Source: an optimization exercise on an open RTL-to-GDS flow (aim: small area and a short achievable clock period). Production flows keep margins and buffers that such runs may drop. Where RTL was checked, it was by simulation tests only, not by an equivalence proof against the original. Power and IR drop assume default switching activity.

==> trial 1 <==
==> flow/design.v <==
module alu_top (
  input  wire        clk,
  input  wire [31:0] X,
  input  wire [31:0] Y,
  input  wire [3:0]  CONTROL,
  output reg  [31:0] RESULTADO,
  output reg         ZERO
);
  reg  [31:0] x_q, y_q;
  reg  [3:0]  ctrl_q;
  wire [31:0] res;
  wire        zero;
  always @(posedge clk) begin
    x_q       <= X;
    y_q       <= Y;
    ctrl_q    <= CONTROL;
    RESULTADO <= res;
    ZERO      <= zero;
  end
  ALU u_alu (
    .X(x_q),
    .Y(y_q),
    .RESULTADO(res),
    .ZERO(zero),
    .CONTROL(ctrl_q)
  );
endmodule

module ALU (X, Y, RESULTADO, ZERO, CONTROL);
input logic signed [31:0] X, Y;
input logic [3:0] CONTROL;
output logic [31:0] RESULTADO;
output logic ZERO;
logic [31:0] Xu,Yu;
assign Xu = X;
assign Yu = Y;
always_comb
begin
case (CONTROL)
	4'b0000: RESULTADO = X + Y;   
	4'b0111: RESULTADO = X - Y;   
	4'b0100: RESULTADO = (X < Y) ? 1 : 0;  
	4'b1100: RESULTADO = (Xu < Yu) ? 1 : 0;  
	4'b0010: RESULTADO = (X & Y);  
	4'b0001: RESULTADO = (X | Y);  
	4'b1001: RESULTADO = (X ^ Y);  
	4'b0110: RESULTADO = Y;  
	4'b1000: RESULTADO = Xu << Yu;  
	4'b1010: RESULTADO = Xu >> Yu;  
	4'b1110: RESULTADO = X >>> Y;  
	4'b1011: RESULTADO = (X >= Y) ? 1 : 0;  
	4'b1111: RESULTADO = X == Y;  
	default: RESULTADO = 0;  
endcase
end
assign ZERO = (RESULTADO == 0) ? 1 : 0;
endmodule 
==> flow/run.sh <==
#!/bin/bash
# synth_recipe.tcl (not shown) runs the flow's synth.tcl, then flattens the netlist and writes it again
# the make line also repeats each setting of config.mk as NAME=value (left out here)
make -C /OpenROAD-flow-scripts/flow DESIGN_CONFIG=/design/flow/config.mk WORK_HOME=/design/flow/orfs CLKGATE_MAP_FILE= SYNTH_SCRIPT=/design/flow/synth_recipe.tcl finish
==> flow/config.mk <==
export PLATFORM = sky130hd
export DESIGN_NAME = alu_top
export DESIGN_NICKNAME = alu_top
export VERILOG_FILES = /design/flow/design.v
export SDC_FILE = /design/flow/constraint.sdc
export NUM_CORES = 4
export LEC_CHECK = 0
export CAP_MARGIN = 20
export CORE_MARGIN = 2
export CORE_UTILIZATION = 40
export SLEW_MARGIN = 20
==> flow/constraint.sdc <==
create_clock -name core_clock -period 5.0 [get_ports {clk}]
set_input_delay 1.0000 -clock core_clock [delete_from_list [all_inputs] [get_ports {clk}]]
set_output_delay 1.0000 -clock core_clock [all_outputs]
set_load 0.01 [all_outputs]
==> build 62: changes against trial 1 <==
==> flow/design.v (replaced) <==
module alu_top (
  input  wire        clk,
  input  wire [31:0] X,
  input  wire [31:0] Y,
  input  wire [3:0]  CONTROL,
  output reg  [31:0] RESULTADO,
  output reg         ZERO
);
  reg  [31:0] x_q, y_q;
  reg  [3:0]  ctrl_q;
  wire [31:0] res;
  wire        zero;
  always @(posedge clk) begin
    x_q       <= X;
    y_q       <= Y;
    ctrl_q    <= CONTROL;
    RESULTADO <= res;
    ZERO      <= zero;
  end
  ALU u_alu (
    .X(x_q),
    .Y(y_q),
    .RESULTADO(res),
    .ZERO(zero),
    .CONTROL(ctrl_q)
  );
endmodule

module ALU (X, Y, RESULTADO, ZERO, CONTROL);
input logic signed [31:0] X, Y;
input logic [3:0] CONTROL;
output logic [31:0] RESULTADO;
output logic ZERO;
logic op_add, op_sub, op_slt, op_sltu, op_and, op_or, op_xor, op_y;
logic op_sll, op_srl, op_sra, op_sge, op_eq;
assign op_add  = (CONTROL == 4'b0000);
assign op_sub  = (CONTROL == 4'b0111);
assign op_slt  = (CONTROL == 4'b0100);
assign op_sltu = (CONTROL == 4'b1100);
assign op_and  = (CONTROL == 4'b0010);
assign op_or   = (CONTROL == 4'b0001);
assign op_xor  = (CONTROL == 4'b1001);
assign op_y    = (CONTROL == 4'b0110);
assign op_sll  = (CONTROL == 4'b1000);
assign op_srl  = (CONTROL == 4'b1010);
assign op_sra  = (CONTROL == 4'b1110);
assign op_sge  = (CONTROL == 4'b1011);
assign op_eq   = (CONTROL == 4'b1111);
logic        inv;
logic [31:0] yb, sum;
logic [32:0] c;
assign inv = op_sub | op_slt | op_sltu | op_sge;
assign yb  = Y ^ {32{inv}};
assign c[0] = inv;
logic [31:0] g0, p0;
assign g0 = X & yb;
assign p0 = X ^ yb;
logic [31:0] gk [0:5];
logic [31:0] pk [0:5];
assign gk[0] = g0;
assign pk[0] = p0;
genvar i, l;
generate
  for (l = 0; l < 5; l = l + 1) begin : lvl
    for (i = 0; i < 32; i = i + 1) begin : bit_
      if (i >= (1 << l)) begin : comb_
        assign gk[l+1][i] = gk[l][i] | (pk[l][i] & gk[l][i - (1 << l)]);
        assign pk[l+1][i] = pk[l][i] & pk[l][i - (1 << l)];
      end else begin : pass_
        assign gk[l+1][i] = gk[l][i];
        assign pk[l+1][i] = pk[l][i];
      end
    end
  end
  for (i = 0; i < 32; i = i + 1) begin : carry_
    assign c[i+1] = gk[5][i] | (pk[5][i] & c[0]);
  end
endgenerate
assign sum = p0 ^ c[31:0];
logic ltu, lts, eq;
assign ltu = (~X[31] & Y[31]) | (~(X[31] ^ Y[31]) & ~c[31]);
assign lts = ( X[31] & ~Y[31]) | (~(X[31] ^ Y[31]) & ~c[31]);
logic [31:0] xy_xor;
assign xy_xor = X ^ Y;
assign eq = ~|xy_xor;
logic cmp;
assign cmp = (op_slt & lts) | (op_sltu & ltu) | (op_sge & ~lts) | (op_eq & eq);
logic [31:0] xr, sin;
generate
  for (i = 0; i < 32; i = i + 1) begin : rev_
    assign xr[i] = X[31 - i];
  end
endgenerate
assign sin = op_sll ? xr : X;
logic fill, big;
assign fill = op_sra & X[31];
assign big  = |Y[31:5];
logic [31:0] s1, s2, s4, s8, s16, sh;
assign s1  = Y[0] ? {fill, sin[31:1]}        : sin;
assign s2  = Y[1] ? {{2{fill}}, s1[31:2]}    : s1;
assign s4  = Y[2] ? {{4{fill}}, s2[31:4]}    : s2;
assign s8  = Y[3] ? {{8{fill}}, s4[31:8]}    : s4;
assign s16 = Y[4] ? {{16{fill}}, s8[31:16]}  : s8;
assign sh  = big ? {32{fill}} : s16;
logic [31:0] shr;
generate
  for (i = 0; i < 32; i = i + 1) begin : rev2_
    assign shr[i] = sh[31 - i];
  end
endgenerate
logic [31:0] res;
assign res = ({32{op_add | op_sub}} & sum)
           | ({32{op_and}} & (X & Y))
           | ({32{op_or}}  & (X | Y))
           | ({32{op_xor}} & xy_xor)
           | ({32{op_y}}   & Y)
           | ({32{op_srl | op_sra}} & sh)
           | ({32{op_sll}} & shr)
           | {31'b0, cmp};
assign RESULTADO = res;
assign ZERO = ~|res;
endmodule
- ABC_CLOCK_PERIOD_IN_PS: unset -> 3000
- CORE_UTILIZATION: 40 -> 60
- SETUP_SLACK_MARGIN: unset -> 2.0
==> trial 36: changes against trial 1 <==
==> flow/design.v (replaced) <==
module alu_top (
  input  wire        clk,
  input  wire [31:0] X,
  input  wire [31:0] Y,
  input  wire [3:0]  CONTROL,
  output reg  [31:0] RESULTADO,
  output reg         ZERO
);
  reg  [31:0] x_q, y_q;
  reg  [3:0]  ctrl_q;
  wire [31:0] res;
  wire        zero;
  always @(posedge clk) begin
    x_q       <= X;
    y_q       <= Y;
    ctrl_q    <= CONTROL;
    RESULTADO <= res;
    ZERO      <= zero;
  end
  ALU u_alu (
    .X(x_q),
    .Y(y_q),
    .RESULTADO(res),
    .ZERO(zero),
    .CONTROL(ctrl_q)
  );
endmodule

module ALU (X, Y, RESULTADO, ZERO, CONTROL);
input logic signed [31:0] X, Y;
input logic [3:0] CONTROL;
output logic [31:0] RESULTADO;
output logic ZERO;
logic op_add, op_sub, op_slt, op_sltu, op_and, op_or, op_xor, op_y;
logic op_sll, op_srl, op_sra, op_sge, op_eq;
assign op_add  = (CONTROL == 4'b0000);
assign op_sub  = (CONTROL == 4'b0111);
assign op_slt  = (CONTROL == 4'b0100);
assign op_sltu = (CONTROL == 4'b1100);
assign op_and  = (CONTROL == 4'b0010);
assign op_or   = (CONTROL == 4'b0001);
assign op_xor  = (CONTROL == 4'b1001);
assign op_y    = (CONTROL == 4'b0110);
assign op_sll  = (CONTROL == 4'b1000);
assign op_srl  = (CONTROL == 4'b1010);
assign op_sra  = (CONTROL == 4'b1110);
assign op_sge  = (CONTROL == 4'b1011);
assign op_eq   = (CONTROL == 4'b1111);
logic        inv;
logic [31:0] yb, sum;
logic [32:0] c;
assign inv = op_sub | op_slt | op_sltu | op_sge;
assign yb  = Y ^ {32{inv}};
assign c[0] = inv;
logic [31:0] g0, p0;
assign g0 = X & yb;
assign p0 = X ^ yb;
logic [31:0] gk [0:5];
logic [31:0] pk [0:5];
assign gk[0] = g0;
assign pk[0] = p0;
genvar i, l;
generate
  for (l = 0; l < 5; l = l + 1) begin : lvl
    for (i = 0; i < 32; i = i + 1) begin : bit_
      if (i >= (1 << l)) begin : comb_
        assign gk[l+1][i] = gk[l][i] | (pk[l][i] & gk[l][i - (1 << l)]);
        assign pk[l+1][i] = pk[l][i] & pk[l][i - (1 << l)];
      end else begin : pass_
        assign gk[l+1][i] = gk[l][i];
        assign pk[l+1][i] = pk[l][i];
      end
    end
  end
  for (i = 0; i < 32; i = i + 1) begin : carry_
    assign c[i+1] = gk[5][i] | (pk[5][i] & c[0]);
  end
endgenerate
assign sum = p0 ^ c[31:0];
logic ltu, lts, eq;
assign ltu = (~X[31] & Y[31]) | (~(X[31] ^ Y[31]) & ~c[31]);
assign lts = ( X[31] & ~Y[31]) | (~(X[31] ^ Y[31]) & ~c[31]);
logic [31:0] xy_xor;
assign xy_xor = X ^ Y;
assign eq = ~|xy_xor;
logic cmp;
assign cmp = (op_slt & lts) | (op_sltu & ltu) | (op_sge & ~lts) | (op_eq & eq);
logic [31:0] xr, sin;
generate
  for (i = 0; i < 32; i = i + 1) begin : rev_
    assign xr[i] = X[31 - i];
  end
endgenerate
assign sin = op_sll ? xr : X;
logic fill, big;
assign fill = op_sra & X[31];
assign big  = |Y[31:5];
logic [31:0] s1, s2, s4, s8, s16, sh;
assign s1  = Y[0] ? {fill, sin[31:1]}        : sin;
assign s2  = Y[1] ? {{2{fill}}, s1[31:2]}    : s1;
assign s4  = Y[2] ? {{4{fill}}, s2[31:4]}    : s2;
assign s8  = Y[3] ? {{8{fill}}, s4[31:8]}    : s4;
assign s16 = Y[4] ? {{16{fill}}, s8[31:16]}  : s8;
assign sh  = big ? {32{fill}} : s16;
logic [31:0] shr;
generate
  for (i = 0; i < 32; i = i + 1) begin : rev2_
    assign shr[i] = sh[31 - i];
  end
endgenerate
logic [31:0] res;
assign res = ({32{op_add | op_sub}} & sum)
           | ({32{op_and}} & (X & Y))
           | ({32{op_or}}  & (X | Y))
           | ({32{op_xor}} & xy_xor)
           | ({32{op_y}}   & Y)
           | ({32{op_srl | op_sra}} & sh)
           | ({32{op_sll}} & shr)
           | {31'b0, cmp};
assign RESULTADO = res;
assign ZERO = ~|res;
endmodule
- ABC_AREA: unset -> 1
- SETUP_SLACK_MARGIN: unset -> 2.0
==> qor summary <==
| item | trial 36 | trial 1 | build 62 |
|---|---|---|---|
| Outcome | no timing/DRC/antenna violations | no timing/DRC/antenna violations | stopped before the end |
| Failing step | - | - | 5_1_grt |
| Transition time at the pin with the least slew margin | 1.084 ns | 1.034 ns | - |
| Max Slew Vio Count | 0 | 0 | - |
| Critical path class | register to register | register to register | - |
| Post-place instance area | 11440 µm² | 15260 µm² | 10750 µm² |
| Uppermost layer routed | met4 | met5 | - |
| Post-Route Skew | 0.01712 ns | 0.009173 ns | - |
| Path type of the worst min-delay path | register to register | register to register | - |
| Sum of routed wire length over all layers | 45390 µm | 71850 µm | - |
| Most common cell after layout, fill and taps aside | sky130_fd_sc_hd__nand2_1 | sky130_fd_sc_hd__nand2_1 | - |
| Setup fix buffers added after clock tree synthesis | 24 | 0 | 62 |
| Non-clock buffer count in the final layout | 166 | 221 | - |
| Number of diodes added for antenna fixing | 0 | 0 | - |
| Total number of multi-input combinational cells | 1331 | 1383 | - |
| Final nets | 1965 | 1981 | - |
| Synthesis Warnings | 4 | 2 | 4 |
| Setup crit end kind | register | register | - |
| Die Width | 163.1 µm | 186.9 µm | 128.0 µm |
| Max Cap Viol | 0 | 0 | - |
| Gate power share | 0.453 | 0.464 | - |
| Number of well-tap cells placed | 330 | 442 | - |
| Data arrival time of the critical path | 3.74 ns | 4.90 ns | - |
| Number of DRC markers after the initial detailed-route iteration | 1509 | 2018 | - |
| Clock-cell share | 0.02291 | 0.01992 | - |
No functional check of the RTL was part of build 62 and trial 36.

## separate check: timing with driven ports
The flow's constraints put no driver on any port. The routed layouts listed below were extracted and timed again, unchanged, in two steps.
Step 1 assumes that a clkbuf_16 drives the clock port and a buf_2 every other input.
Step 2 adds t to the input delays and takes it off the output delays; t is the mean of the earliest and latest rising clock arrival at the registers after step 1. Input paths then give back, and output paths get back, about the clock's delay inside the block.
Slacks: no drivers / after step 1 / after step 2; pairs: no drivers / after step 1.
run | t (ns) | setup slack, ns | worst setup path at the end | clock arrival spread, ns | worst data-port slew with drivers (ns)
trial 1 | 0.435 | 0.410 / 0.410 / 0.410 | register to register | 0.010 / 0.010 | 0.05
trial 36 | 0.408 | 1.521 / 1.521 / 1.521 | register to register | 0.017 / 0.018 | 0.04
After both steps setup and hold are still met in every run listed.
